This design comes from an exercise in tuning for small area on the open sky130 flow, not from production work.
Only simulation tests tie the RTL to the original design; equivalence was not proved.

**flow/W_HL1.hex**
```
041433c7
0303e7e0
037347ef
02631801
05824c03
0b212bfe
0be167f2
0ed173e3
116133e5
0264efc5
05b38fc3
043387dc
03532bf8
05627fff
08f1e3f5
09722be5
0ce1f3da
0d9207d4
0174d7d8
03742fcb
05436fd1
03a35fec
05f28ff9
083247ec
0852bbd6
0a92c3c5
0d72b7b9
0044380e
018433ec
0263c7ed
04239fd7
04c317ee
05c317e0
071333ca
087383b0
09c3eb95
00663b88
01254faa
01e507a5
02d433c8
048383d7
03e3f7c4
04a3ebbd
04945ba4
06949f83
01b78f02
02f5bb60
03e4cb8c
0473efbc
0692d3e3
05f357cc
06a2cfec
0892bfde
08f27ff3
0465eb18
05549372
05e3eb9b
061387b6
06430bda
0503cfb8
07833bbe
09b2a7d6
0b52c7c0
0763cf61
06e3df76
07935398
0812fbaf
0762afe1
04b407a3
05d3d7a1
0a233f94
0c52d3a3
08e1c465
08e2c79b
094273bd
09625bc4
08327be1
039407b6
04042f9c
06f3bf98
0f934f33
```
**flow/W_HL2.hex**
```
3fc3b002
01136ff7
00239ffe
3f43d802
02033402
07024bfa
06b2ffe6
0883c7c4
256657d6
0003ebf7
006433e6
00c3ebef
3fc403f9
01d36bfe
044333ef
0323f3d9
04043bc9
3ec5e79c
3fd42bf3
3ff443ee
002477e0
00043fee
02139bf6
0293cbe6
01c45bd3
0124dbc1
3e95b3a8
3fb44bf1
3fa473eb
3fe473e6
3fe4abd9
00e40fee
00d44be1
00c493d2
0044ffc0
3ef58fab
3fb43bf7
3fa473ed
3fc48be3
000483e1
005473df
0024b7d1
3fe4c7d0
3f54f3ca
3e3533c3
3f24e3dd
3f1543c3
3f5533c0
3fe4cfce
00b447e4
0034abd3
00c46fd9
00845fe3
00445fe6
3e1613a3
3e85cfa5
3f6553b3
0054c7c5
00e453dc
3f94dbcd
0074cbc1
018483cb
005477db
3db6ef4e
3ea6177c
000543a0
01249fbb
020407dc
00b4c7b6
0024f7b2
00e5139e
0214a3b7
3e95d3cd
3fd5c769
0124eb97
024443b9
0313dbd0
0044b3c5
3ff4e7b9
3f9503ba
0394afa5
```
**flow/W_HR1.hex**
```
3f839009
3fe3cbff
3f0433fe
3ee45bfb
3fb41ffd
3e04dbf1
3aa603e0
35e727cf
3d25f7e2
3fb36c0d
3e543c04
3ec43801
3ec46bfb
3ea477fa
3c253ff2
3a95c3e9
37562bea
37059c01
3fd39806
3f03e40b
3df47c01
3e9463fe
3e248ffc
3bd537f5
3b753bf7
3a452c01
38c4e815
0023fbed
3fa3fbfd
3f242fff
3e147401
3e147c00
3d04c3fe
3c54d002
3be49c10
3ae44029
0003182b
3fc37c1c
3f63a01e
3ee40c0e
3df46c05
3e445007
3de44410
3e04081e
3d23c036
3f82686b
3ee34441
3e53cc29
3e04480f
3cb4d7ff
3d14a804
3cb4e7f6
3bc4d402
3b84ebfc
3e72dc74
3dc3bc3e
3d54481f
3d14940c
3d04b801
3d647c0b
3c44c805
3b24f402
3ad4c411
3cc3d464
3cb43c3a
3c14c816
3bf4f807
3c74fff5
3d946c0e
3cf4900d
3ad4d813
3a24dc19
3a667b49
3a756812
3a65aff0
3ac58bef
3c253be2
3e746bfe
3d347414
3c74a40a
3974c831
```
**flow/W_HR2.hex**
```
3cd48430
3c84c02b
3de4c016
3fd48c04
39164401
2f97c018
3295a848
32b3ac8a
0cc27064
3e039c3c
3bb3f454
3cd42436
3ec42c19
3a55780f
3625c02d
38843459
37a3b873
3c827c90
3f134036
3de37844
3ce38851
3e93b42e
39f51c1e
38b4d83c
3a03cc60
39b3447a
3b42b089
00136019
3f832834
3ef34c3b
3df3444f
3ca41c30
3bc3f844
3b538862
3b22f480
3c624c97
00125c58
3ff29c4f
3f929c5b
3f02f850
3d837849
3df2f863
3dd30463
3e52a474
3e326c84
3fd138b0
3f51cc95
3eb25480
3de3205b
3c040c3d
3c937459
3b83ec47
3ac40c42
3b542c2f
3f3130cd
3e71f4a5
3d82988c
3c933c70
3bd3e04c
3e32f069
3ba34479
3973e85f
3983f456
3e317cea
3dd1d8d0
3c62b0ac
3af3808a
3a244851
3d62c493
3d42ac9a
3a12e0b9
3773b08d
3e220081
3ce210ea
3b42fcbc
3993e093
38a4706e
3e02d486
3f126c96
3d229ca5
338338f7
```
**flow/W_VL1.hex**
```
3f839009
3fe3cbff
3f0433fe
3ee45bfb
3fb41ffd
3e04dbf1
3aa603e0
35e727cf
3d25f7e2
3fb36c0d
3e543c04
3ec43801
3ec46bfb
3ea477fa
3c253ff2
3a95c3e9
37562bea
37059c01
3fd39806
3f03e40b
3df47c01
3e9463fe
3e248ffc
3bd537f5
3b753bf7
3a452c01
38c4e815
0023fbed
3fa3fbfd
3f242fff
3e147401
3e147c00
3d04c3fe
3c54d002
3be49c10
3ae44029
0003182b
3fc37c1c
3f63a01e
3ee40c0e
3df46c05
3e445007
3de44410
3e04081e
3d23c036
3f82686b
3ee34441
3e53cc29
3e04480f
3cb4d7ff
3d14a804
3cb4e7f6
3bc4d402
3b84ebfc
3e72dc74
3dc3bc3e
3d54481f
3d14940c
3d04b801
3d647c0b
3c44c805
3b24f402
3ad4c411
3cc3d464
3cb43c3a
3c14c816
3bf4f807
3c74fff5
3d946c0e
3cf4900d
3ad4d813
3a24dc19
3a667b49
3a756812
3a65aff0
3ac58bef
3c253be2
3e746bfe
3d347414
3c74a40a
3974c831
```
**flow/W_VL2.hex**
```
3cd48430
3c84c02b
3de4c016
3fd48c04
39164401
2f97c018
3295a848
32b3ac8a
0cc27064
3e039c3c
3bb3f454
3cd42436
3ec42c19
3a55780f
3625c02d
38843459
37a3b873
3c827c90
3f134036
3de37844
3ce38851
3e93b42e
39f51c1e
38b4d83c
3a03cc60
39b3447a
3b42b089
00136019
3f832834
3ef34c3b
3df3444f
3ca41c30
3bc3f844
3b538862
3b22f480
3c624c97
00125c58
3ff29c4f
3f929c5b
3f02f850
3d837849
3df2f863
3dd30463
3e52a474
3e326c84
3fd138b0
3f51cc95
3eb25480
3de3205b
3c040c3d
3c937459
3b83ec47
3ac40c42
3b542c2f
3f3130cd
3e71f4a5
3d82988c
3c933c70
3bd3e04c
3e32f069
3ba34479
3973e85f
3983f456
3e317cea
3dd1d8d0
3c62b0ac
3af3808a
3a244851
3d62c493
3d42ac9a
3a12e0b9
3773b08d
3e220081
3ce210ea
3b42fcbc
3993e093
38a4706e
3e02d486
3f126c96
3d229ca5
338338f7
```
**flow/W_VU1.hex**
```
041433c7
0303e7e0
037347ef
02631801
05824c03
0b212bfe
0be167f2
0ed173e3
116133e5
0264efc5
05b38fc3
043387dc
03532bf8
05627fff
08f1e3f5
09722be5
0ce1f3da
0d9207d4
0174d7d8
03742fcb
05436fd1
03a35fec
05f28ff9
083247ec
0852bbd6
0a92c3c5
0d72b7b9
0044380e
018433ec
0263c7ed
04239fd7
04c317ee
05c317e0
071333ca
087383b0
09c3eb95
00663b88
01254faa
01e507a5
02d433c8
048383d7
03e3f7c4
04a3ebbd
04945ba4
06949f83
01b78f02
02f5bb60
03e4cb8c
0473efbc
0692d3e3
05f357cc
06a2cfec
0892bfde
08f27ff3
0465eb18
05549372
05e3eb9b
061387b6
06430bda
0503cfb8
07833bbe
09b2a7d6
0b52c7c0
0763cf61
06e3df76
07935398
0812fbaf
0762afe1
04b407a3
05d3d7a1
0a233f94
0c52d3a3
08e1c465
08e2c79b
094273bd
09625bc4
08327be1
039407b6
04042f9c
06f3bf98
0f934f33
```
**flow/W_VU2.hex**
```
3fc3b002
01136ff7
00239ffe
3f43d802
02033402
07024bfa
06b2ffe6
0883c7c4
256657d6
0003ebf7
006433e6
00c3ebef
3fc403f9
01d36bfe
044333ef
0323f3d9
04043bc9
3ec5e79c
3fd42bf3
3ff443ee
002477e0
00043fee
02139bf6
0293cbe6
01c45bd3
0124dbc1
3e95b3a8
3fb44bf1
3fa473eb
3fe473e6
3fe4abd9
00e40fee
00d44be1
00c493d2
0044ffc0
3ef58fab
3fb43bf7
3fa473ed
3fc48be3
000483e1
005473df
0024b7d1
3fe4c7d0
3f54f3ca
3e3533c3
3f24e3dd
3f1543c3
3f5533c0
3fe4cfce
00b447e4
0034abd3
00c46fd9
00845fe3
00445fe6
3e1613a3
3e85cfa5
3f6553b3
0054c7c5
00e453dc
3f94dbcd
0074cbc1
018483cb
005477db
3db6ef4e
3ea6177c
000543a0
01249fbb
020407dc
00b4c7b6
0024f7b2
00e5139e
0214a3b7
3e95d3cd
3fd5c769
0124eb97
024443b9
0313dbd0
0044b3c5
3ff4e7b9
3f9503ba
0394afa5
```
**flow/run.sh**
```bash
#!/bin/bash
# synth_recipe.tcl (not shown) runs the flow's synth.tcl, then flattens the netlist and writes it again
# the make line also repeats each setting of config.mk as NAME=value (left out here)
make -C /OpenROAD-flow-scripts/flow DESIGN_CONFIG=/design/flow/config.mk WORK_HOME=/design/flow/orfs CLKGATE_MAP_FILE= SYNTH_SCRIPT=/design/flow/synth_recipe.tcl finish
```
**flow/config.mk**
```make
export PLATFORM = sky130hd
export DESIGN_NAME = LCDI
export DESIGN_NICKNAME = LCDI
export VERILOG_FILES = /design/flow/design.v
export SDC_FILE = /design/flow/constraint.sdc
export NUM_CORES = 4
export LEC_CHECK = 0
export CAP_MARGIN = 20
export CORE_MARGIN = 2
export CORE_UTILIZATION = 40
export SLEW_MARGIN = 20
```
**flow/constraint.sdc**
```tcl
create_clock -name core_clock -period 10.0 [get_ports {clk}]
set_input_delay 2.0000 -clock core_clock [delete_from_list [all_inputs] [get_ports {clk}]]
set_output_delay 2.0000 -clock core_clock [all_outputs]
set_load 0.01 [all_outputs]
```
**flow/design.v**
```verilog
module W_VL1 (
    input  wire        clka,
    input  wire        ena,
    input  wire [6:0]  addra,
    output reg  [31:0] douta
);
reg [31:0] mem [0:80];
initial begin
    $readmemh("W_VL1.hex", mem);
end
always @(posedge clka) begin
    if (ena) begin
        douta <= mem[addra];
    end
end
endmodule
module W_VL2 (
    input  wire        clka,
    input  wire        ena,
    input  wire [6:0]  addra,
    output reg  [31:0] douta
);
reg [31:0] mem [0:80];
initial begin
    $readmemh("W_VL2.hex", mem);
end
always @(posedge clka) begin
    if (ena) begin
        douta <= mem[addra];
    end
end
endmodule
module W_VU1 (
    input  wire        clka,
    input  wire        ena,
    input  wire [6:0]  addra,
    output reg  [31:0] douta
);
reg [31:0] mem [0:80];
initial begin
    $readmemh("W_VU1.hex", mem);
end
always @(posedge clka) begin
    if (ena) begin
        douta <= mem[addra];
    end
end
endmodule
module W_VU2 (
    input  wire        clka,
    input  wire        ena,
    input  wire [6:0]  addra,
    output reg  [31:0] douta
);
reg [31:0] mem [0:80];
initial begin
    $readmemh("W_VU2.hex", mem);
end
always @(posedge clka) begin
    if (ena) begin
        douta <= mem[addra];
    end
end
endmodule
module W_HL1 (
    input  wire        clka,
    input  wire        ena,
    input  wire [6:0]  addra,
    output reg  [31:0] douta
);
reg [31:0] mem [0:80];
initial begin
    $readmemh("W_HL1.hex", mem);
end
always @(posedge clka) begin
    if (ena) begin
        douta <= mem[addra];
    end
end
endmodule
module W_HL2 (
    input  wire        clka,
    input  wire        ena,
    input  wire [6:0]  addra,
    output reg  [31:0] douta
);
reg [31:0] mem [0:80];
initial begin
    $readmemh("W_HL2.hex", mem);
end
always @(posedge clka) begin
    if (ena) begin
        douta <= mem[addra];
    end
end
endmodule
module W_HR1 (
    input  wire        clka,
    input  wire        ena,
    input  wire [6:0]  addra,
    output reg  [31:0] douta
);
reg [31:0] mem [0:80];
initial begin
    $readmemh("W_HR1.hex", mem);
end
always @(posedge clka) begin
    if (ena) begin
        douta <= mem[addra];
    end
end
endmodule
module W_HR2 (
    input  wire        clka,
    input  wire        ena,
    input  wire [6:0]  addra,
    output reg  [31:0] douta
);
reg [31:0] mem [0:80];
initial begin
    $readmemh("W_HR2.hex", mem);
end
always @(posedge clka) begin
    if (ena) begin
        douta <= mem[addra];
    end
end
endmodule
module LCDI_queue
(
    input wire clk,
    input wire rst_n,
    input wire [2:0] LCDI_state,
    input wire write_enable,
    input wire [8-1:0] data0_in,
    input wire [8-1:0] data1_in,
    input wire [8-1:0] data2_in,
    input wire [8-1:0] data3_in,
    output reg [8-1:0] index_data0_out,
    output reg [8-1:0] index_data1_out,
    output reg [8-1:0] index_data2_out,
    output reg [8-1:0] inter_data0_out,
    output reg [8-1:0] inter_data1_out,
    output reg [8-1:0] inter_data2_out
);
reg [1:0] col_index;
reg [8-1:0] tmp_data0_out;
reg [8-1:0] tmp_data1_out;
reg [8-1:0] tmp_data2_out;
reg [8-1:0] tmp_data3_out;
reg [8-1:0] tmp_data0_0, tmp_data0_1, tmp_data0_2, tmp_data0_3;
reg [8-1:0] tmp_data1_0, tmp_data1_1, tmp_data1_2, tmp_data1_3;
reg [8-1:0] tmp_data2_0, tmp_data2_1, tmp_data2_2, tmp_data2_3;
reg [8-1:0] tmp_data3_0, tmp_data3_1, tmp_data3_2, tmp_data3_3;
always @(posedge clk or negedge rst_n) begin
    if(~rst_n) begin
        col_index<=2'd0;
    end
    else begin
        if(write_enable) begin
            col_index<=col_index+2'd1;
        end
    end
end
always @(posedge clk or negedge rst_n) begin
    if(~rst_n) begin
        tmp_data0_0<=8'b0;tmp_data0_1<=8'b0;tmp_data0_2<=8'b0;tmp_data0_3<=8'b0;
        tmp_data1_0<=8'b0;tmp_data1_1<=8'b0;tmp_data1_2<=8'b0;tmp_data1_3<=8'b0;
        tmp_data2_0<=8'b0;tmp_data2_1<=8'b0;tmp_data2_2<=8'b0;tmp_data2_3<=8'b0;
        tmp_data3_0<=8'b0;tmp_data3_1<=8'b0;tmp_data3_2<=8'b0;tmp_data3_3<=8'b0;
    end
    else begin
        if(write_enable) begin
            case(col_index) 
            2'd0:begin
                tmp_data0_0<=data0_in;
                tmp_data1_0<=data1_in;
                tmp_data2_0<=data2_in;
                tmp_data3_0<=data3_in;
            end
            2'd1:begin
                tmp_data0_1<=data0_in;
                tmp_data1_1<=data1_in;
                tmp_data2_1<=data2_in;
                tmp_data3_1<=data3_in;
            end
            2'd2:begin
                tmp_data0_2<=data0_in;
                tmp_data1_2<=data1_in;
                tmp_data2_2<=data2_in;
                tmp_data3_2<=data3_in;
            end
            2'd3:begin
                tmp_data0_3<=data0_in;
                tmp_data1_3<=data1_in;
                tmp_data2_3<=data2_in;
                tmp_data3_3<=data3_in;
            end
            endcase
        end
    end
end
always @(*) begin
    case(LCDI_state)
    3'd1:begin
        tmp_data0_out=tmp_data0_0;
        tmp_data1_out=tmp_data0_1;
        tmp_data2_out=tmp_data0_2;
        tmp_data3_out=tmp_data0_3;
    end
    3'd2:begin
        tmp_data0_out=tmp_data1_0;
        tmp_data1_out=tmp_data1_1;
        tmp_data2_out=tmp_data1_2;
        tmp_data3_out=tmp_data1_3;
    end
    3'd3:begin
        tmp_data0_out=tmp_data2_0;
        tmp_data1_out=tmp_data2_1;
        tmp_data2_out=tmp_data2_2;
        tmp_data3_out=tmp_data2_3;
    end
    3'd4:begin
        tmp_data0_out=tmp_data3_0;
        tmp_data1_out=tmp_data3_1;
        tmp_data2_out=tmp_data3_2;
        tmp_data3_out=tmp_data3_3;
    end
    default:begin
        tmp_data0_out=8'b0;
        tmp_data1_out=8'b0;
        tmp_data2_out=8'b0;
        tmp_data3_out=8'b0;
    end
    endcase
end
always @(posedge clk or negedge rst_n) begin
    if(~rst_n) begin
        index_data0_out<=8'b0;
        index_data1_out<=8'b0;
        index_data2_out<=8'b0;
    end
    else begin
        case(col_index)
        2'd0:begin
            index_data0_out<=tmp_data1_out;
            index_data1_out<=tmp_data2_out;
            index_data2_out<=tmp_data3_out;
        end
        2'd1:begin
            index_data0_out<=tmp_data2_out;
            index_data1_out<=tmp_data3_out;
            index_data2_out<=tmp_data0_out;
        end
        2'd2:begin
            index_data0_out<=tmp_data3_out;
            index_data1_out<=tmp_data0_out;
            index_data2_out<=tmp_data1_out;
        end
        2'd3:begin
            index_data0_out<=tmp_data0_out;
            index_data1_out<=tmp_data1_out;
            index_data2_out<=tmp_data2_out;
        end
        endcase
    end
end
always @(posedge clk or negedge rst_n) begin
    if(~rst_n) begin
        inter_data0_out<=8'b0;
        inter_data1_out<=8'b0;
        inter_data2_out<=8'b0;
    end
    else begin
        case(col_index)
        2'd0:begin
            inter_data0_out<=tmp_data0_out;
            inter_data1_out<=tmp_data1_out;
            inter_data2_out<=tmp_data2_out;
        end
        2'd1:begin
            inter_data0_out<=tmp_data1_out;
            inter_data1_out<=tmp_data2_out;
            inter_data2_out<=tmp_data3_out;
        end
        2'd2:begin
            inter_data0_out<=tmp_data2_out;
            inter_data1_out<=tmp_data3_out;
            inter_data2_out<=tmp_data0_out;
        end
        2'd3:begin
            inter_data0_out<=tmp_data3_out;
            inter_data1_out<=tmp_data0_out;
            inter_data2_out<=tmp_data1_out;
        end
        endcase
    end
end
endmodule
module index1
(
    input wire clk,
    input wire rst_n,
    input wire [2:0] LCDI_state,
    input wire [8-1:0] data0_in,
    input wire [8-1:0] data1_in,
    input wire [8-1:0] data2_in,
    output reg [8-1:0] data0_out,
    output reg [8-1:0] data1_out,
    output reg [8-1:0] data2_out,
    output reg [6:0] index
);
reg [3:0] G0;
reg [3:0] G1;
always @(posedge clk or negedge rst_n) begin
    if(~rst_n) begin
        data0_out<=8'b0;
        data1_out<=8'b0;
        data2_out<=8'b0;
    end
    else begin
        if(LCDI_state==3'd6) begin
            data0_out<=data0_in;
            data1_out<=data1_in;
            data2_out<=data2_in;
        end
    end
end
always @(posedge clk or negedge rst_n) begin
    if(~rst_n) begin
        G0<=4'b0;
        G1<=4'b0;
    end 
    else begin
        G0<=classify(data0_in-data1_in);
        G1<=classify(data2_in-data1_in);
    end
end
always @(posedge clk or negedge rst_n) begin
    if(~rst_n) begin
        index<=7'b0;
    end
    else begin
        if(LCDI_state==3'd6) begin
            index<=G0+G1*9; 
        end
    end
end
function [3:0] classify 
(
input [8:0] G
);
    casex(G)
    9'b01??????? : begin classify=4'd0;end    
    9'b001?????? : begin classify=4'd0;end    
    9'b00011???? : begin classify=4'd0;end    
    9'b00010???? : begin classify=4'd1;end    
    9'b00001???? : begin classify=4'd2;end    
    9'b0000001?? : begin classify=4'd3;end    
    9'b000001??? : begin classify=4'd3;end    
    9'b0000000?? : begin classify=4'd4;end    
    9'b1111111?? : begin classify=4'd4;end    
    9'b11111???? : begin classify=4'd5;end    
    9'b1111????? : begin classify=4'd6;end    
    9'b11101???? : begin classify=4'd7;end    
    9'b111?????? : begin classify=4'd8;end    
    9'b11??????? : begin classify=4'd8;end    
    9'b1???????? : begin classify=4'd8;end    
    endcase
endfunction
endmodule
module inter1
(
    input wire clk,
    input wire rst_n,
    input wire [2:0] LCDI_state,
    input wire [6:0] index,
    input wire [8-1:0] data0_in,
    input wire [8-1:0] data1_in,
    input wire [8-1:0] data2_in,
    output reg write_enable,
    output reg [8-1:0] data0_out,
    output reg [8-1:0] data1_out,
    output reg [8-1:0] data2_out,
    output reg [8-1:0] data3_out
);
reg signed [9:0] coeff0_0, coeff0_1, coeff0_2;
reg signed [9:0] coeff1_0, coeff1_1, coeff1_2;
reg signed [16:0] tmp_result0_0, tmp_result0_1, tmp_result0_2;
reg signed [16:0] tmp_result1_0, tmp_result1_1, tmp_result1_2;
wire signed [18:0] tmp_add_result0 ,tmp_add_result1;
reg [7:0] add_result0,add_result1;
wire [31:0] W_VU1_data;
wire [31:0] W_VU2_data;
wire [31:0] W_VL1_data;
wire [31:0] W_VL2_data;
always @(*) begin
    case(LCDI_state)
    3'd2:begin
        coeff0_0=W_VU1_data[29:20]; coeff0_1=W_VU1_data[19:10]; coeff0_2=W_VU1_data[9:0];
        coeff1_0=W_VU2_data[29:20]; coeff1_1=W_VU2_data[19:10]; coeff1_2=W_VU2_data[9:0];
    end
    3'd3:begin 
        coeff0_0=W_VL1_data[29:20]; coeff0_1=W_VL1_data[19:10]; coeff0_2=W_VL1_data[9:0];
        coeff1_0=W_VL2_data[29:20]; coeff1_1=W_VL2_data[19:10]; coeff1_2=W_VL2_data[9:0];
    end
    default:begin
        coeff0_0=10'b0; coeff0_1=10'b0; coeff0_2=10'b0; 
        coeff1_0=10'b0; coeff1_1=10'b0; coeff1_2=10'b0; 
    end
    endcase
end
always @(posedge clk or negedge rst_n) begin
    if(~rst_n) begin
        tmp_result0_0<=17'b0; tmp_result0_1<=17'b0; tmp_result0_2<=17'b0;
        tmp_result1_0<=17'b0; tmp_result1_1<=17'b0; tmp_result1_2<=17'b0;
    end
    else begin
        tmp_result0_0<=$signed({1'b0,data0_in})*coeff0_0;
        tmp_result0_1<=$signed({1'b0,data1_in})*coeff0_1;
        tmp_result0_2<=$signed({1'b0,data2_in})*coeff0_2;
        tmp_result1_0<=$signed({1'b0,data0_in})*coeff1_0;
        tmp_result1_1<=$signed({1'b0,data1_in})*coeff1_1;
        tmp_result1_2<=$signed({1'b0,data2_in})*coeff1_2;
    end
end
assign tmp_add_result0=tmp_result0_0+tmp_result0_1+tmp_result0_2;
assign tmp_add_result1=tmp_result1_0+tmp_result1_1+tmp_result1_2;
assign add_result0=anti_flow(tmp_add_result0);
assign add_result1=anti_flow(tmp_add_result1);
always @(posedge clk or negedge rst_n) begin
    if(~rst_n) begin
        data0_out<=8'b0;
        data1_out<=8'b0;
        data2_out<=8'b0;
        data3_out<=8'b0;
    end
    else begin
        case(LCDI_state)
        3'd3:begin
            data0_out<=add_result0;
            data1_out<=add_result1;
        end
        3'd4:begin
            data2_out<=add_result0;
            data3_out<=add_result1;
        end
        endcase
    end
end
always @(posedge clk or negedge rst_n) begin
    if(~rst_n) begin
        write_enable<=1'b0;
    end
    else begin
        if(LCDI_state==3'd4) begin
            write_enable<=1'b1;
        end
        else begin
            write_enable<=1'b0;
        end
    end
end
W_VL1 W_VL1_inst
(
    .clka(clk),
    .ena(1'b1),
    .addra(index),
    .douta(W_VL1_data)
);
W_VL2 W_VL2_inst
(
    .clka(clk),
    .ena(1'b1),
    .addra(index),
    .douta(W_VL2_data)
);
W_VU1 W_VU1_inst
(
    .clka(clk),
    .ena(1'b1),
    .addra(index),
    .douta(W_VU1_data)
);
W_VU2 W_VU2_inst
(
    .clka(clk),
    .ena(1'b1),
    .addra(index),
    .douta(W_VU2_data)
);
function [7:0] anti_flow(input [18:0] data_in);
    if(data_in[18]==1'b1) begin
        anti_flow=8'b0;
    end
    else if(data_in[17:16]!=2'b0) begin
        anti_flow=8'hff;
    end
    else if(data0_in[7]==1'b1) begin
        anti_flow=data_in[15:8]+8'b1;
    end
    else begin
        anti_flow=data_in[15:8];
    end
endfunction
endmodule
module index2
(
    input wire clk,
    input wire rst_n,
    input wire [2:0] LCDI_state,
    input wire [8-1:0] data0_in,
    input wire [8-1:0] data1_in,
    input wire [8-1:0] data2_in,
    output reg [6:0] index0,
    output reg [6:0] index1,
    output reg [6:0] index2,
    output reg [6:0] index3
);
reg [3:0] G0;
reg [3:0] G1;
wire [6:0] index;
always @(posedge clk or negedge rst_n) begin
    if(~rst_n) begin
        G0<=4'b0;
        G1<=4'b0;
    end
    else begin
        G0<=classify(data0_in-data1_in);
        G1<=classify(data2_in-data1_in);
    end
end
assign index=G0+G1*9;
always @(posedge clk or negedge rst_n) begin
    if(~rst_n) begin
        index0<=7'b0;
        index1<=7'b0;
        index2<=7'b0;
        index3<=7'b0;
    end
    else begin
        case(LCDI_state)
        3'd3:index0<=index;
        3'd4:index1<=index;
        3'd5:index2<=index;
        3'd6:index3<=index;
        endcase
    end
end
function [3:0] classify 
(
input [8:0] G
);
    casex(G)
    9'b01??????? : begin classify=4'd0;end    
    9'b001?????? : begin classify=4'd0;end    
    9'b00011???? : begin classify=4'd0;end    
    9'b00010???? : begin classify=4'd1;end    
    9'b00001???? : begin classify=4'd2;end    
    9'b0000001?? : begin classify=4'd3;end    
    9'b000001??? : begin classify=4'd3;end    
    9'b0000000?? : begin classify=4'd4;end    
    9'b1111111?? : begin classify=4'd4;end    
    9'b11111???? : begin classify=4'd5;end    
    9'b1111????? : begin classify=4'd6;end    
    9'b11101???? : begin classify=4'd7;end    
    9'b111?????? : begin classify=4'd8;end    
    9'b11??????? : begin classify=4'd8;end    
    9'b1???????? : begin classify=4'd8;end    
    endcase
endfunction
endmodule
module inter2
(
    input wire clk,
    input wire rst_n,
    input wire [2:0] LCDI_state,
    input wire  [6:0] index0,
    input wire  [6:0] index1,
    input wire  [6:0] index2,
    input wire  [6:0] index3,
    input wire [8-1:0] data0_in,
    input wire [8-1:0] data1_in,
    input wire [8-1:0] data2_in,
    output reg [8-1:0] data0_out,
    output reg [8-1:0] data1_out,
    output reg [8-1:0] data2_out,
    output reg [8-1:0] data3_out
);
reg [6:0] index;
wire [31:0] W_HL1_data;
wire [31:0] W_HL2_data;
wire [31:0] W_HR1_data;
wire [31:0] W_HR2_data;
wire signed [9:0] coeff0_0, coeff0_1, coeff0_2;
wire signed [9:0] coeff1_0, coeff1_1, coeff1_2;
wire signed [9:0] coeff2_0, coeff2_1, coeff2_2;
wire signed [9:0] coeff3_0, coeff3_1, coeff3_2;
reg signed [16:0] tmp_result0_0, tmp_result0_1, tmp_result0_2;
reg signed [16:0] tmp_result1_0, tmp_result1_1, tmp_result1_2;
reg signed [16:0] tmp_result2_0, tmp_result2_1, tmp_result2_2;
reg signed [16:0] tmp_result3_0, tmp_result3_1, tmp_result3_2;
wire signed [18:0] tmp_add_result0, tmp_add_result1, tmp_add_result2, tmp_add_result3;
wire [7:0] add_result0,add_result1,add_result2,add_result3;
always @(posedge clk or negedge rst_n) begin
    if(~rst_n) begin
        index<=7'b0;
    end
    else begin
        case(LCDI_state)
        3'd6:index<=index0;
        3'd1:index<=index1;
        3'd2:index<=index2;
        3'd3:index<=index3;
        endcase
    end
end
assign coeff0_0=W_HL1_data[29:20];
assign coeff0_1=W_HL1_data[19:10];
assign coeff0_2=W_HL1_data[9 :0 ];
assign coeff1_0=W_HL2_data[29:20];
assign coeff1_1=W_HL2_data[19:10];
assign coeff1_2=W_HL2_data[9 :0 ];
assign coeff2_0=W_HR1_data[29:20];
assign coeff2_1=W_HR1_data[19:10];
assign coeff2_2=W_HR1_data[9 :0 ];
assign coeff3_0=W_HR2_data[29:20];
assign coeff3_1=W_HR2_data[19:10];
assign coeff3_2=W_HR2_data[9 :0 ];
always @(posedge clk or negedge rst_n) begin
    if(~rst_n) begin
        tmp_result0_0<=17'd0; tmp_result0_1<=17'd0; tmp_result0_2<=17'd0;
        tmp_result1_0<=17'd0; tmp_result1_1<=17'd0; tmp_result1_2<=17'd0;
        tmp_result2_0<=17'd0; tmp_result2_1<=17'd0; tmp_result2_2<=17'd0;
        tmp_result3_0<=17'd0; tmp_result3_1<=17'd0; tmp_result3_2<=17'd0;
    end
    else begin
        tmp_result0_0 <= coeff0_0 * $signed({1'b0,data0_in}); 
        tmp_result0_1 <= coeff0_1 * $signed({1'b0,data1_in}); 
        tmp_result0_2 <= coeff0_2 * $signed({1'b0,data2_in});
        tmp_result1_0 <= coeff1_0 * $signed({1'b0,data0_in}); 
        tmp_result1_1 <= coeff1_1 * $signed({1'b0,data1_in}); 
        tmp_result1_2 <= coeff1_2 * $signed({1'b0,data2_in});
        tmp_result2_0 <= coeff2_0 * $signed({1'b0,data0_in}); 
        tmp_result2_1 <= coeff2_1 * $signed({1'b0,data1_in}); 
        tmp_result2_2 <= coeff2_2 * $signed({1'b0,data2_in});
        tmp_result3_0 <= coeff3_0 * $signed({1'b0,data0_in}); 
        tmp_result3_1 <= coeff3_1 * $signed({1'b0,data1_in}); 
        tmp_result3_2 <= coeff3_2 * $signed({1'b0,data2_in});
    end
end
assign tmp_add_result0=tmp_result0_0+tmp_result0_1+tmp_result0_2;
assign tmp_add_result1=tmp_result1_0+tmp_result1_1+tmp_result1_2;
assign tmp_add_result2=tmp_result2_0+tmp_result2_1+tmp_result2_2;
assign tmp_add_result3=tmp_result3_0+tmp_result3_1+tmp_result3_2;
assign add_result0=anti_flow(tmp_add_result0);
assign add_result1=anti_flow(tmp_add_result1);
assign add_result2=anti_flow(tmp_add_result2);
assign add_result3=anti_flow(tmp_add_result3);
always @(posedge clk or negedge rst_n) begin
    if(~rst_n) begin
        data0_out<=8'b0;
        data1_out<=8'b0;
        data2_out<=8'b0;
        data3_out<=8'b0;
    end
    else begin
        data0_out<=add_result0;
        data1_out<=add_result1;
        data2_out<=add_result2;
        data3_out<=add_result3;
    end
end
function [7:0] anti_flow(input [18:0] data_in);
    if(data_in[18]==1'b1) begin
        anti_flow=8'b0;
    end
    else if(data_in[17:16]!=2'b0) begin
        anti_flow=8'hff;
    end
    else if(data0_in[7]==1'b1) begin
        anti_flow=data_in[15:8]+8'b1;
    end
    else begin
        anti_flow=data_in[15:8];
    end
endfunction
W_HL1 W_HL1_inst
(
    .clka(clk),
    .ena(1'b1),
    .addra(index),
    .douta(W_HL1_data)
);
W_HL2 W_HL2_inst
(
    .clka(clk),
    .ena(1'b1),
    .addra(index),
    .douta(W_HL2_data)
);
W_HR1 W_HR1_inst
(
    .clka(clk),
    .ena(1'b1),
    .addra(index),
    .douta(W_HR1_data)
);
W_HR2 W_HR2_inst
(
    .clka(clk),
    .ena(1'b1),
    .addra(index),
    .douta(W_HR2_data)
);
endmodule
module LCDI 
(
    input wire clk,
    input wire rst_n,
    input wire [8-1:0] data0_in,     
    input wire [8-1:0] data1_in,     
    input wire [8-1:0] data2_in,     
    output wire [8-1:0] data0_out,
    output wire [8-1:0] data1_out,
    output wire [8-1:0] data2_out,
    output wire [8-1:0] data3_out,
    input wire frame_start,
    output reg frame_end,
    output reg line_end,
    output reg data_out_valid,   
    output reg data_in_valid,    
    input wire data_in_ready     
);
reg [2:0] LCDI_state;
reg [2:0] next_state;
reg [9:0] col_count;
reg [9:0] row_count;
always @(posedge clk or negedge rst_n) begin
    if(~rst_n) begin
        LCDI_state<=3'd0;
    end
    else begin
        LCDI_state<=next_state;
    end
end
always @(*) begin
    case(LCDI_state)
    3'd0:begin
        if(frame_start) begin
            next_state=3'd1;        
        end
        else begin
            next_state=3'd0;        
        end
    end
    3'd1:next_state=3'd2;
    3'd2:next_state=3'd3;
    3'd3:next_state=3'd4;
    3'd4:next_state=3'd5;
    3'd5:next_state=3'd6;
    3'd6:begin
        if(col_count==10'd962&&row_count==10'd540) begin
            next_state=3'd0;
        end
        else begin
            next_state=3'd1;
        end
    end
    default:next_state=3'd0;
    endcase
end
always @(posedge clk or negedge rst_n) begin
    if(~rst_n) begin
        col_count<=-10'd3;   
    end
    else begin
        if(LCDI_state==3'd6) begin
            if(col_count<10'd963) begin
                col_count<=col_count+10'd1;
            end
            else begin
                col_count<=10'd1;
            end
        end
        else if(LCDI_state==3'd0) begin
            col_count<=-10'd3;
        end
    end
end
always @(posedge clk or negedge rst_n) begin
    if(~rst_n) begin
        row_count<=10'd0;
    end
    else begin
        if(LCDI_state==3'd6) begin
            if(col_count==10'd962) begin
                row_count<=row_count+10'd1;
            end
        end
        else if(LCDI_state==3'd0) begin
            row_count<=10'd0;
        end
    end
end
always @(posedge clk or negedge rst_n) begin
    if(~rst_n) begin
        line_end<=1'b0;
    end
    else begin
        if(LCDI_state==3'd6) begin
            if(row_count!=10'd0&&col_count==10'd962) begin
                line_end<=1'b1;
            end
            else begin
                line_end<=1'b0;
            end
        end
        else begin
            line_end<=1'b0;
        end
    end
end
always @(posedge clk or negedge rst_n) begin
    if(~rst_n) begin
        frame_end<=1'b0;
    end
    else begin
        if(LCDI_state==3'd6) begin
            if(col_count==10'd962&&row_count==10'd540) begin
                frame_end<=1'b1;
            end
        end
        else begin
            frame_end<=1'b0;
        end
    end
end
always @(posedge clk or negedge rst_n) begin
    if(~rst_n) begin
        data_out_valid<=1'b0;
    end
    else begin
        if((LCDI_state==3'd6||LCDI_state==3'd5||
        LCDI_state==3'd4||LCDI_state==3'd3)
        &&row_count!=10'd0&&col_count>10'd2&&col_count!=10'd963) begin
            data_out_valid<=1'b1;
        end
        else begin
            data_out_valid<=1'b0;
        end
    end
end
always @(posedge clk or negedge rst_n) begin
    if(~rst_n) begin
        data_in_valid<=1'b0;
    end
    else begin
        if(LCDI_state==3'd6&&(row_count!=10'd540||col_count<10'd960)) begin
            data_in_valid<=1'b1;
        end
        else begin
            data_in_valid<=1'b0;
        end
    end
end
wire queue_write_enalbe;
wire [8-1:0] queue_in_data0;
wire [8-1:0] queue_in_data1;
wire [8-1:0] queue_in_data2;
wire [8-1:0] queue_in_data3;
wire [8-1:0] queue_out_index_data0;
wire [8-1:0] queue_out_index_data1;
wire [8-1:0] queue_out_index_data2;
wire [8-1:0] queue_out_inter_data0;
wire [8-1:0] queue_out_inter_data1;
wire [8-1:0] queue_out_inter_data2;
wire [8-1:0] index1_data0_out;
wire [8-1:0] index1_data1_out;
wire [8-1:0] index1_data2_out;
wire [6:0] index1_index;
wire [6:0] index2_index0;
wire [6:0] index2_index1;
wire [6:0] index2_index2;
wire [6:0] index2_index3;
LCDI_queue LCDI_queue_inst
(
    .clk(clk),
    .rst_n(rst_n),
    .LCDI_state(LCDI_state),
    .write_enable(queue_write_enalbe),
    .data0_in(queue_in_data0),
    .data1_in(queue_in_data1),
    .data2_in(queue_in_data2),
    .data3_in(queue_in_data3),
    .index_data0_out(queue_out_index_data0),
    .index_data1_out(queue_out_index_data1),
    .index_data2_out(queue_out_index_data2),
    .inter_data0_out(queue_out_inter_data0),
    .inter_data1_out(queue_out_inter_data1),
    .inter_data2_out(queue_out_inter_data2)
);
index1 index1_inst
(
    .clk(clk),
    .rst_n(rst_n),
    .LCDI_state(LCDI_state),
    .data0_in(data0_in),
    .data1_in(data1_in),
    .data2_in(data2_in),
    .data0_out(index1_data0_out),
    .data1_out(index1_data1_out),
    .data2_out(index1_data2_out),
    .index(index1_index)
);
inter1 inter1_inst
(
    .clk(clk),
    .rst_n(rst_n),
    .LCDI_state(LCDI_state),
    .index(index1_index),
    .data0_in(index1_data0_out),
    .data1_in(index1_data1_out),
    .data2_in(index1_data2_out),
    .write_enable(queue_write_enalbe),
    .data0_out(queue_in_data0),
    .data1_out(queue_in_data1),
    .data2_out(queue_in_data2),
    .data3_out(queue_in_data3)
);
index2 index2_inst
(
    .clk(clk),
    .rst_n(rst_n),
    .LCDI_state(LCDI_state),
    .data0_in(queue_out_index_data0),
    .data1_in(queue_out_index_data1),
    .data2_in(queue_out_index_data2),
    .index0(index2_index0),
    .index1(index2_index1),
    .index2(index2_index2),
    .index3(index2_index3)
);
inter2 inter2_ins
(
    .clk(clk),
    .rst_n(rst_n),
    .LCDI_state(LCDI_state),
    .index0(index2_index0),
    .index1(index2_index1),
    .index2(index2_index2),
    .index3(index2_index3),
    .data0_in(queue_out_inter_data0),
    .data1_in(queue_out_inter_data1),
    .data2_in(queue_out_inter_data2),
    .data0_out(data0_out),
    .data1_out(data1_out),
    .data2_out(data2_out),
    .data3_out(data3_out)
);
endmodule
```
==> results.ini <==
[grt]
busiest_layer = met2
overflow = 0
met3_usage_pct = 7.41
use_met2_pct = 54.8
antenna_found_initial = 62
grtUsageMet1_pct = 44.9
grt_pass1_wl_um = 637000
grt_pass1_vias = 88400
grt_max_degree = 138
track_usage_pct = 35.5

[worst_setup_path]
endpoint = inter1_inst.tmp_result0_0[16]
rrSetupSlack_ns = 2.95
worstPathCellList = and3_4 > buf_4 > a22o_1 > nand2_1 > fa_1 > inv_1 > fa_1 > inv_1 > fa_1 > fa_1 > inv_1 > ha_1 > inv_1 > nor2_1 > nor2_1 > o21bai_1 > a21oi_1 > o21bai_1 > a21oi_1 > o21ai_0 > o41a_1 > xnor2_1
path_class = flip-flop to flip-flop
cp-start-kind = flip-flop
crit_start = LCDI_state[0]
reg2reg_depth = 22
slowest_delay_ns = 0.93
r2r_end = inter1_inst.tmp_result0_0[16]
crit_slowest_cell = dfrtp_1
critical_path_required_ns = 10.65
timing.rr.start = LCDI_state[0]
crit_path_end_kind = flip-flop
arrival_ns = 7.70
path_max_fanout = 37

[detailed_routing]
dr.pass1.iters = 9
drt-initial-drc-count = 8214
routedWlPerCell_um = 30.4
viasPerCell = 5.90
wl_um = 444000
vias = 86300
post-route-drc-count = 0
ant_nets = 0

[finish]
seq_area_mm2 = 0.0205
fillCellCount = 24100
multiInputGateArea_mm2 = 0.0691
drive_above_1_share_pct = 6.42
fin_area_mm2 = 0.106
syn2layout_area_growth_pct = 8.89
final_nets = 13200
fin_cells = 14600

[clock_tree]
post-cts-setup-buffers = 0
ctsResizeCount = 0
cts_buffers = 109
clk_latency_ns = 0.81
ctsHoldBuffers = 0
cts_buffer_depth = 3
htree_levels = 3
clk_pin_slew_ns = 0.06
cts_tree = done
root_buffer = clkbuf_16
clkSinkCount = 860

[timing]
drv_slew = 0
setup_tns_ns = 0
rsz0062_at_grt = no
relSlewSlack_pct = 14.6
post-route-min-period_ns = 7.05
skew_ns = 0.0532
setup_viol = 0
fmax_ghz = 0.142
post-route-period-util_pct = 70.5
hold_viol = 0
tightestPinTransition_ns = 1.26

[worst_hold_path]
hold_path.class = flip-flop to flip-flop
hp-start = index2_inst.index1[0]

[logic_synthesis]
yosysWarnings = 16
synth.distinct_cells = 104
ys_async_sr_fraction_pct = 74.7
postSynthAreaPerCell_um2 = 8.52
yosysTopAreaCell = fa_1
synth_top_cells_by_count = inv_1, nand2_1, ha_1
yosysSeqAreaShare_pct = 21.0
synth.most_common_cell = inv_1
synth-main-ff-cell = dfrtp_1
syn_nets = 13400
synth_top_area_share_pct = 19.4
ys_ff_latch = 860
synthesis.area_mm2 = 0.0974
netlist_instances = 11400
ys_top_cells_by_area = fa_1, dfrtp_1, ha_1
synth-edff-count = 0

[floorplan]
dieArea_mm2 = 0.247
die_w_um = 497
rows = 181
ios = 64
initial_core_util_pct = 40.1
die_h_um = 497
coreArea_mm2 = 0.243

[placement]
placed_area_mm2 = 0.102
hpwl_um = 337000
dp_cells = 14400
place.gp.congestion = 1.06
portBuffers = 62

[job]
maxCapViolCount = 0

[status]
outcome = finished clean

[metal layers]
metal	vias up	routed length (µm)
met4	26	34900
met5	-	184
met1	43600	179000
met3	1096	35800
li1	37800	-
met2	3800	195000
[worst max-delay path: cells and delay by family (launching register included)]
kind                     cells  cell delay (ns)
AO/OA/AOI/OAI                7             1.68
XOR/XNOR                     1             0.13
adder cells (fa/ha/maj)      5             2.35
buffers and inverters        5             0.71
flip-flops                   1             0.93
AND/OR/NAND/NOR              4             1.01
[worst min path at each step]
stage	to	depth (start not counted)
global route	index2_inst.index1[1]	2
finish	index2_inst.index1[0]	2
detailed placement	index2_inst.index1[0]	2
floorplan	index2_inst.index1[0]	2
CTS	index2_inst.index1[0]	2
global placement	index2_inst.index1[0]	2
[flip-flops by register name (all words and copies together), names as in the netlist, 27 cells and up]
name	cells
inter1_inst.W_VU2_inst.douta	28
inter2_ins.W_HL2_inst.douta	28
inter1_inst.W_VL1_inst.douta	27
inter1_inst.W_VL2_inst.douta	27
inter1_inst.W_VU1_inst.douta	27
inter2_ins.W_HL1_inst.douta	27
inter2_ins.W_HR1_inst.douta	27
inter2_ins.W_HR2_inst.douta	27
[logic make-up (layout without fill, tap and decap cells)]
group	Yosys count	after routing	synth area share (%)
flops	860	860	21.0
compound gates	2433	2433	15.9
fa+ha+maj	1916	1916	31.9
simple gates	3505	3505	17.2
other cells	0	34	0
buf+inv	2125	2080	8.20
xor+xnor	429	429	3.88
mux	165	165	1.92
[cell usage in the layout, fill, tap and decap left out, types with 139 or more instances in the layout]
master      n
nor2_1    684
o21ai_0   619
nand3_1   139
a21oi_1   705
nand2_1  1233
fa_1      942
xnor2_1   333
inv_1    1541
nor2b_1   207
ha_1      968
and2_1    687
dfrtp_1   620
nor3_1    204
buf_4     248
mux2_2    145
dfxtp_1   218
[final cells by class]
| class | instances | share of cell area, % |
|---|---|---|
| multi-input cells | 8448 | 65.2 |
| flip-flops and latches | 860 | 19.3 |
| inverters | 1555 | 5.51 |
| well taps | 3202 | 3.78 |
| clock buffers | 155 | 2.95 |
| repair buffers | 318 | 2.48 |
| clock inverters | 52 | 0.712 |
| diodes | 34 | 0.0802 |
[per-stage QoR]
step	hold WS, ns	utilization, %	worst slack [ns]
6_report	0.466	43.7	2.95
5_1_grt	0.509	43.7	2.41
4_1_cts	0.469	43.6	2.93
3_5_place_dp	0.454	42.0	2.98
3_3_place_gp	0.449	42.0	3.05
2_1_floorplan	0.437	-	4.11

[what the ideal ports hide]
How much do the figures lean on ideal ports? The routed layout below was timed once more, with nothing changed but the port constraints.
Step 1, drivers: a clkbuf_16 drives clk and a buf_2 each remaining input, both assumed.
Step 2, shift: input delay + t, output delay - t, t = (earliest + latest rising clock arrival at the registers) / 2. This alone moves slack from input paths to output paths.
Slacks: ideal ports / drivers / drivers and shift; pairs: ideal ports / drivers.
t, ns: 0.875
setup WS [ns]: 2.950 / 2.950 / 2.950
pins driven straight from the clock port: 1
After both steps this run still meets setup and hold. The setup slack of this run moves by 0.000 ns with the drivers and by 0.000 ns with both steps.
